Context: an optimization exercise on an open-source flow, tuned for small area and a short achievable clock period. The choices shown serve that exercise and are no tape-out recipe.
RTL that was checked went through simulation tests only; none was proved equivalent to the original.
Function not checked in run 2: the RTL went through the layout flow alone.

## flow/design.v (module list and top-level ports; edited modules follow where they fit)
// module part2: 1184 lines
module part2 (
    clear,
    clock,
    digit,
    digit_valid,
    end_of_line,
    total,
    line_result
);
  // ...
==> flow/flow/run.sh <==
#!/bin/bash
# The standard layout (standard.sh), with these changes:
#  - synthesis leaves adders to ABC as plain gates (ADDER_MAP_FILE empty: no
#    full or half adder cells), so ABC can restructure the arithmetic;
#  - ABC's area script maps for a delay target (flow/abc_area.script) instead
#    of the unreachable default, so it can recover area off the critical paths;
set -euo pipefail
here=$(pwd)
rm -rf "$here/synth_scripts"
cp -r "$FLOW_HOME/scripts" "$here/synth_scripts"
cp "$here/flow/abc_area.script" "$here/synth_scripts/abc_area.script"
bash standard.sh ADDER_MAP_FILE= SCRIPTS_DIR="$here/synth_scripts" synth > synth.log 2>&1
export BUFFER_PORTS_ARGS="-buffer_cell sky130_fd_sc_hd__buf_2"
bash standard.sh ADDER_MAP_FILE= "BUFFER_PORTS_ARGS=$BUFFER_PORTS_ARGS" finish > layout.log 2>&1
==> flow/flow/abc_area.script <==
strash
dch -f
map -D 2500 -A 0.9
topo
stime -c
buffer -c
upsize -c -D 2500
dnsize -c -D 2500
==> flow/standard.sh <==
#!/bin/bash
# synth_recipe.tcl (not shown) runs the flow's synth.tcl, then flattens the netlist and writes it again
# the make line also repeats each setting of config.mk as NAME=value (left out here)
make -C /OpenROAD-flow-scripts/flow DESIGN_CONFIG=/design/flow/config.mk WORK_HOME=/design/flow/orfs CLKGATE_MAP_FILE= SYNTH_SCRIPT=/design/flow/synth_recipe.tcl "${@:-finish}"
==> flow/config.mk <==
export PLATFORM = sky130hd
export DESIGN_NAME = part2
export DESIGN_NICKNAME = part2
export VERILOG_FILES = /design/flow/design.v
export SDC_FILE = /design/flow/constraint.sdc
export NUM_CORES = 4
export LEC_CHECK = 0
export ABC_AREA = 1
export CAP_MARGIN = 20
export CORE_MARGIN = 2
export CORE_UTILIZATION = 40
export SETUP_SLACK_MARGIN = 2.6
export SLEW_MARGIN = 20
==> flow/constraint.sdc <==
create_clock -name core_clock -period 6.5 [get_ports {clock}]
set_input_delay 1.3000 -clock core_clock [delete_from_list [all_inputs] [get_ports {clock}]]
set_output_delay 1.3000 -clock core_clock [all_outputs]
set_load 0.01 [all_outputs]
==> reports/results.md, run 1 <==
* 2920 ps — reg-to-reg slack, setup
* 56.8% — period utilization
* 17000 µm² — placed standard-cell area
* 35.1% — met2 global-route usage
* 459 ps — Fin Hold WS
* 12 — Levels on crit path
* dfxtp_1 — Synth area leader
* 2 — number of buffers and inverters on the critical path
* 2 — cell count of the worst hold path
* 10.5 ps — Post-Route Skew
* 11300 µm² — footprint of the multi-input gates
* complete, no violations — status
* 3.68% — layout buffering overhead excluding clock cells
* 271 MHz — upper clock frequency limit
* 17800 µm² — post-layout instance area
* 64 — max FFs per register
* 1 — count of yosys warnings during synthesis
* 21.6% — GR Util All Layers
* 0 — EDFF count, synth
* nand2_1 — most common cell after layout, fill and taps aside
* tot[57]$_SDFFE_PP0P_ — min-delay src
* 0% — portion of netlist area occupied by mux cells
* 14800 — via count of the first global-routing pass
* 13.0 µm — routed wirelength normalized by instance count
* clkbuf_16 — clock root buffer
* 205 µm — die outline width
* 0 — count of final hold-check violations
* 1 — post-CTS setup-driven buffer insertion count
* 2920 — number of nets in the finished design
* nand2_1 — cell with the most instances after synthesis
* 12.9% — synthesized-area fraction occupied by xor and xnor cells
* 0 — gr ovfl total
* 12.1% — layout cell share with drive strength beyond 1
* 21 — logic depth of the worst register-to-register path
* yes — clock tree from TritonCTS
* 19.9% — portion of synthesized cell area occupied by the leading cell type
* 3230 µm² — area of all sequential standard cells
* 40.5% — starting density of the core
==> inputs of run 2 (changes only) <==
--- a/flow/design.v
+++ b/flow/design.v
@@ -12,22 +12,22 @@
     input [3:0] digit;
     input digit_valid;
     input end_of_line;
     output [63:0] total;
     output [47:0] line_result;
     reg [47:4] z;        
     reg [3:0] x0;        
     reg [39:0] ls;       
-    reg [3:0] lg;        
-    reg [4:1] lp;        
+    reg [4:1] lcr;       
     reg [63:0] tot;
     integer k;
     reg  [11:1] shr;     
-    wire [3:0]  y0 = (shr[1] | (x0 < digit)) ? digit : x0;
+    wire        sh0 = shr[1] | (x0 < digit);    
+    wire [3:0]  y0 = sh0 ? digit : x0;
     wire [47:0] y = {z, y0};
     reg  [11:1] ysh;
     always @(*) begin
         ysh[11] = y[47:44] < y[43:40];
         for (k = 10; k >= 1; k = k - 1)
             ysh[k] = ysh[k + 1] | (y[4 * k +: 4] < y[4 * k - 4 +: 4]);
     end
     reg  [47:4] zn;
@@ -774,22 +774,22 @@
     wire b4_s526 = b4_p492 ^ b4_G509;
     wire b4_s527 = b4_p494 ^ b4_G515;
     wire b4_s528 = b4_p496 ^ b4_G517;
     wire b4_s529 = b4_p498 ^ b4_G519;
     wire bp530 = (c280 ^ s281) & (c282 ^ s283) & (c284 ^ s285) & (c286 ^ s287) & (c288 ^ s289) & (c290 ^ r11[26]) & (r11[27] ^ 1'b0) & (r11[28] ^ 1'b0);
     wire [39:0] ys = {b4_s529, b4_s528, b4_s527, b4_s526, b4_s525, b4_s524, b4_s523, b4_p484, b3_s481, b3_s480, b3_s479, b3_s478, b3_s477, b3_s476, b3_s475, b3_p436, b2_s433, b2_s432, b2_s431, b2_s430, b2_s429, b2_s428, b2_s427, b2_p388, b1_s385, b1_s384, b1_s383, b1_s382, b1_s381, b1_s380, b1_s379, b1_p340, b0_s337, b0_s336, b0_s335, b0_s334, b0_s333, b0_s332, b0_s331, b0_p292};
     wire [3:0] yg = {b3_G473, b2_G425, b1_G377, b0_G329};
     wire [4:1] yp = {bp530, bp482, bp434, bp386};
-    wire [4:0] lc;
-    assign lc[0] = 1'b0;
-    assign lc[1] = lg[0];
-    assign lc[2] = lg[1] | (lp[1] & lc[1]);
-    assign lc[3] = lg[2] | (lp[2] & lc[2]);
-    assign lc[4] = lg[3] | (lp[3] & lc[3]);
+    wire [4:1] yc;    
+    assign yc[1] = b0_G329;
+    assign yc[2] = b1_G377 | (bp386 & yc[1]);
+    assign yc[3] = b2_G425 | (bp434 & yc[2]);
+    assign yc[4] = b3_G473 | (bp482 & yc[3]);
+    wire [4:0] lc = {lcr, 1'b0};
     wire [39:0] lr = {(ls[39] ^ (lc[4] & ls[32] & ls[33] & ls[34] & ls[35] & ls[36] & ls[37] & ls[38])), (ls[38] ^ (lc[4] & ls[32] & ls[33] & ls[34] & ls[35] & ls[36] & ls[37])), (ls[37] ^ (lc[4] & ls[32] & ls[33] & ls[34] & ls[35] & ls[36])), (ls[36] ^ (lc[4] & ls[32] & ls[33] & ls[34] & ls[35])), (ls[35] ^ (lc[4] & ls[32] & ls[33] & ls[34])), (ls[34] ^ (lc[4] & ls[32] & ls[33])), (ls[33] ^ (lc[4] & ls[32])), (ls[32] ^ (lc[4])), (ls[31] ^ (lc[3] & ls[24] & ls[25] & ls[26] & ls[27] & ls[28] & ls[29] & ls[30])), (ls[30] ^ (lc[3] & ls[24] & ls[25] & ls[26] & ls[27] & ls[28] & ls[29])), (ls[29] ^ (lc[3] & ls[24] & ls[25] & ls[26] & ls[27] & ls[28])), (ls[28] ^ (lc[3] & ls[24] & ls[25] & ls[26] & ls[27])), (ls[27] ^ (lc[3] & ls[24] & ls[25] & ls[26])), (ls[26] ^ (lc[3] & ls[24] & ls[25])), (ls[25] ^ (lc[3] & ls[24])), (ls[24] ^ (lc[3])), (ls[23] ^ (lc[2] & ls[16] & ls[17] & ls[18] & ls[19] & ls[20] & ls[21] & ls[22])), (ls[22] ^ (lc[2] & ls[16] & ls[17] & ls[18] & ls[19] & ls[20] & ls[21])), (ls[21] ^ (lc[2] & ls[16] & ls[17] & ls[18] & ls[19] & ls[20])), (ls[20] ^ (lc[2] & ls[16] & ls[17] & ls[18] & ls[19])), (ls[19] ^ (lc[2] & ls[16] & ls[17] & ls[18])), (ls[18] ^ (lc[2] & ls[16] & ls[17])), (ls[17] ^ (lc[2] & ls[16])), (ls[16] ^ (lc[2])), (ls[15] ^ (lc[1] & ls[8] & ls[9] & ls[10] & ls[11] & ls[12] & ls[13] & ls[14])), (ls[14] ^ (lc[1] & ls[8] & ls[9] & ls[10] & ls[11] & ls[12] & ls[13])), (ls[13] ^ (lc[1] & ls[8] & ls[9] & ls[10] & ls[11] & ls[12])), (ls[12] ^ (lc[1] & ls[8] & ls[9] & ls[10] & ls[11])), (ls[11] ^ (lc[1] & ls[8] & ls[9] & ls[10])), (ls[10] ^ (lc[1] & ls[8] & ls[9])), (ls[9] ^ (lc[1] & ls[8])), (ls[8] ^ (lc[1])), ls[7], ls[6], ls[5], ls[4], ls[3], ls[2], ls[1], ls[0]};
     wire tg531 = tot[0] & lr[0];
     wire tp532 = tot[0] ^ lr[0];
     wire tg533 = tot[1] & lr[1];
     wire tp534 = tot[1] ^ lr[1];
     wire tg535 = tot[2] & lr[2];
     wire tp536 = tot[2] ^ lr[2];
     wire tg537 = tot[3] & lr[3];
@@ -1159,25 +1159,23 @@
     wire tP901 = tP885 & tP893;
     wire [63:0] tsum = {(tot[63] ^ (tG809 & tP900)), (tot[62] ^ (tG809 & tP899)), (tot[61] ^ (tG809 & tP898)), (tot[60] ^ (tG809 & tP897)), (tot[59] ^ (tG809 & tP896)), (tot[58] ^ (tG809 & tP895)), (tot[57] ^ (tG809 & tP894)), (tot[56] ^ (tG809 & tP893)), (tot[55] ^ (tG809 & tP892)), (tot[54] ^ (tG809 & tP891)), (tot[53] ^ (tG809 & tP890)), (tot[52] ^ (tG809 & tP889)), (tot[51] ^ (tG809 & tP888)), (tot[50] ^ (tG809 & tP887)), (tot[49] ^ (tG809 & tP886)), (tot[48] ^ (tG809 & tP877)), (tot[47] ^ (tG809 & tP876)), (tot[46] ^ (tG809 & tP875)), (tot[45] ^ (tG809 & tP874)), (tot[44] ^ (tG809 & tP863)), (tot[43] ^ (tG809 & tP862)), (tot[42] ^ (tG809 & tP850)), (tot[41] ^ (tG809 & tot[40])), (tot[40] ^ tG809), ts849, ts848, ts847, ts846, ts845, ts844, ts843, ts842, ts841, ts840, ts839, ts838, ts837, ts836, ts835, ts834, ts833, ts832, ts831, ts830, ts829, ts828, ts827, ts826, ts825, ts824, ts823, ts822, ts821, ts820, ts819, ts818, ts817, ts816, ts815, ts814, ts813, ts812, ts811, tp532};
     always @(posedge clock) begin
         if (clear | end_of_line) begin
             z  <= 44'd0;
             x0 <= 4'd0;
             shr <= 11'd0;
             ls <= 40'd0;
-            lg <= 0;
-            lp <= 0;
+            lcr <= 0;
         end else if (digit_valid) begin
             z  <= zn;
             x0 <= y0;
             shr <= ysh;
             ls <= ys;
-            lg <= yg;
-            lp <= yp;
+            lcr <= yc;
         end
         if (clear)
             tot <= 64'd0;
         else if (end_of_line)
             tot <= tsum;
     end
     assign total = tot;
     assign line_result = {8'd0, lr};
==> run 2 against run 1 <==
Net effect:
- critical endpoint is now lcr[4]$_SDFFE_PP0P_
- worst hold slack improved by 24 ps
- clock skew rose by 7.3 ps
- sequential cell count fell by 3
==> reports/results.md, run 2 <==
* 19.5% — sequential area share after synthesis
* 4201 — fill cell count
* nand2_1, nor2_1, inv_1, o21ai_0, a21oi_1 — cell types with the highest counts after synthesis
* tot — register bank with the most flops
* 4000 ps — data arrival time of the critical path
* 205 µm — vertical die dimension
* 0 — fin. max-slew vios
* 45100 µm — Post-Route WL
* 73200 µm — first-pass GRT wire length
* 205 µm — die outline width, +0.11%
* 483 ps — Fin Hold WS, +23.6 ps
* 4 — H-Tree Level Count
* 16700 — via count
* 273 MHz — upper clock frequency limit, +0.98%
* 5 — first drt pass iteration count
* yes — clock tree from TritonCTS
* 73 — number of rows in the core area
* 21.6% — GR Util All Layers, -0.064 points
* 4.81 — average vias per placed instance
* 470 ps — worst-skew pair later-pin latency
* dfxtp_1 — Most used DFF post-synth
* 10.2% — Area growth syn-to-layout
* 2 — cell count of the worst hold path, unchanged
* 35700 µm — Post-DP HPWL
* tot (64), z (44), ls (40) — largest registers ranked by flip-flop count
* 2856 — number of instances in the synthesized netlist
* xor2_1 — cell with the biggest individual delay on the critical path
* 0 — # diodes
* flop — Critical Path End Type
* 3660 ps — Tmin final
* 157 — post-synthesis sequential element count
* 40.5% — starting density of the core, about the same
* clkbuf_16 — clock root buffer
* 13.0 µm — routed wirelength normalized by instance count, +0.33%
* 42000 µm² — total die area
* nand2_1 — cell with the most instances after synthesis
* 2 — maximum count of clock buffers along a single path
* input pin — Setup crit start kind
* 17000 µm² — placed standard-cell area, about the same
* 0 — maximum capacitance violations
* 64 — max FFs per register, unchanged
* 6840 ps — required time of the worst setup path
* 0 — count of final hold-check violations, unchanged
* 17800 µm² — post-layout instance area, +0.13%
* 157 — sinks on the clock net
* 39800 µm² — area of the core
* 17.8 ps — Post-Route Skew, +7.30 ps
* in -> reg — class of the most critical setup path
* 14900 — via count of the first global-routing pass, +0.64%
* 1129 — first-iteration detailed-routing DRC count
* 0 ps — Total Neg Setup Slack
* buf_2 -> nor2_1 -> a21oi_1 -> o21ai_0 -> nand2_1 -> a21oi_4 -> inv_1 -> nand2_1 -> nand2_1 -> nand2_1 -> xor2_1 -> nor2_1 -> nor2_1 -> nor2_1 -> nor2_2 -> o21ai_2 -> nand2_1 -> nand2_1 -> nand2_1 -> nand2_1 -> nand4_1 -> a21oi_2 -> o21ai_1 -> a21oi_1 — critical-path cell list
* 6 — maximum fanout along the worst path
* 0% — asr flop ratio synth
* 0 — EDFF count, synth, unchanged
* 17 — Inserted Clock Buffers
* nand2_1, nor2_1, inv_1, o21ai_0, a21oi_1 — commonest non-fill, non-tap cells in the layout
* 0 — ANT nets after route
* 60 ps — clock transition at the register clock pins on the worst setup and hold paths after CTS
* nand2_1 — most frequent CP cell
* 0 — gr ovfl total, unchanged
* 220 ps — Crit path largest cell delay
* 95 — largest net degree at the start of global routing
* 35.8% — relative slew slack
* 16100 µm² — post-synthesis cell area
* 5.65 µm² — per-instance average area after synthesis
* 44.6% — Util after Layout
* 962 ps — actual slew at the worst max-slew pin
* complete, no violations — status
* 19.5% — portion of synthesized cell area occupied by the leading cell type, -0.42 points
* dfxtp_1, nand2_1, nor2_1 — main area contributors after synthesis
* 0.982 — Final Wtd Congestion
* 63 — Unique masters post-synth
* 21 — logic depth of the worst register-to-register path, unchanged
* 0 — number of remaining DRC errors
* 0 — initial antenna violation count
* dfxtp_1 — Synth area leader
* 11.9% — layout cell share with drive strength beyond 1, -0.24 points
* nand2_1 — most common cell after layout, fill and taps aside
* 0 — setup violators final
* reg -> reg — worst min-delay path category
* true — RSZ-0062 raised after global routing
* 111 — count of buffers inserted at the top-level ports
* 56.3% — period utilization, -0.55 points
* 1 — count of yosys warnings during synthesis, unchanged
* 120 — num ports
* 2936 — number of nets in the finished design, +0.55%
[run 2: changes by cell type in the layout (fill, tap and decap cells not counted), moves of 7 or more]
cell and delta:
or2_1 +14, nand4_1 +7, dfxtp_1 -10, inv_1 -29, or2_2 -8, nor2_1 -26
a31oi_1 -8, xor2_1 -10, nand2_2 -7, nor3_1 +14, xnor2_1 +8, nand3_1 +23
o21ai_0 +18, nand2_1 +23
[run 2: what timing repair did]
| item | 4_1_cts | 5_1_grt |
|---|---|---|
| endpoints found under the setup margin | 0 | 36 |
| hold buffers | 0 | 0 |
| gates resized for setup | 0 | 53 |
| hold endpoints to repair | 0 | 0 |
| setup buffers | 0 | 7 |
[run 2: kinds of logic (layout without fill, tap and decap cells)]
group | count (synthesis) | in the layout | synth area share, %
and+or+nand+nor | 1556 | 1556 | 40.7
DFF | 157 | 157 | 19.5
xor gates and xnor gates | 227 | 227 | 12.9
other | 1 | 8 | 0.0232
buffers and inverters | 436 | 514 | 11.0
AOI/OAI and AO/OA | 476 | 476 | 15.6
adders and majority gates | 3 | 3 | 0.194
[run 2: routing by layer]
metal / vias to the layer above / global-route usage [%] / wire length [µm]
met5: - / 0 / 0
met1: 7229 / 28.7 / 21800
met3: 58 / 2.77 / 1980
met4: 0 / 7.04 / 1030
met2: 392 / 35.9 / 20200
li1: 8994 / - / -
[run 2: path summary, 6_finish.rpt]
path,endpoint,slack (ps),start
max,lcr[4]$_SDFFE_PP0P_,2840,digit[1]
min,x0[0]$_SDFFE_PP0P_,480,x0[0]$_SDFFE_PP0P_
max reg2reg,z[4]$_SDFFE_PP0P_,2900,z[44]$_SDFFE_PP0P_
min reg2reg,x0[0]$_SDFFE_PP0P_,480,x0[0]$_SDFFE_PP0P_
[run 2: cell type report]
class,count,area [µm²],area share [%]
Clock buffer,21,470,2.65
Clock inverter,11,108,0.605
Inverter,359,1370,7.70
Multi-Input combinational cell,2270,11300,63.8
Sequential cell,157,3190,17.9
Tap cell,525,657,3.69
Timing Repair Buffer,123,646,3.63
[run 2: critical path: cells and delay by family]
family / cells / cell delay (ps)
compound gates: 7 / 840
xor+xnor: 1 / 220
buf+inv: 2 / 190
simple gates: 14 / 1430
[run 2: metrics by stage]
step / worst slack, ps / std cells
finish: 2840 / 3466
global route: 2520 / 3466
CTS: 2670 / 3459
detailed placement: 2220 / 3427
global placement: 2300 / 3427
floorplan: 2870 / 2863

==> separate check: timing with driven ports <==
The results above use ideal ports. As a check the final layouts listed here were re-extracted and re-timed, cells and wires unchanged. Step 1 (the two cells are an assumption about what drives the block):
set clk [get_ports {clock}]
set_driving_cell -lib_cell sky130_fd_sc_hd__clkbuf_16 $clk
set_driving_cell -lib_cell sky130_fd_sc_hd__buf_2 [delete_from_list [all_inputs] $clk]
Step 2 moves the port delays by t, midway between the first and last clock arrival at a register: inputs arrive t later, outputs are due t later. That takes back most of the time a late clock gives input paths. Three values: ideal, step 1, step 2; two values: the first two.
| run | t (ns) | setup WS [ns] | hold slack, ns | clock arrival spread, ns |
|---|---|---|---|---|
| run 1 | 0.508 | 2.806 / 2.751 / 2.444 | 0.459 / 0.459 / 0.459 | 0.012 / 0.012 |
| run 2 | 0.512 | 2.842 / 2.873 / 2.361 | 0.483 / 0.483 / 0.483 | 0.019 / 0.019 |
After both steps every run listed still meets setup and hold. The setup slack of run 2, which loses most, moves by +0.031 ns with the drivers and by -0.481 ns with both steps.
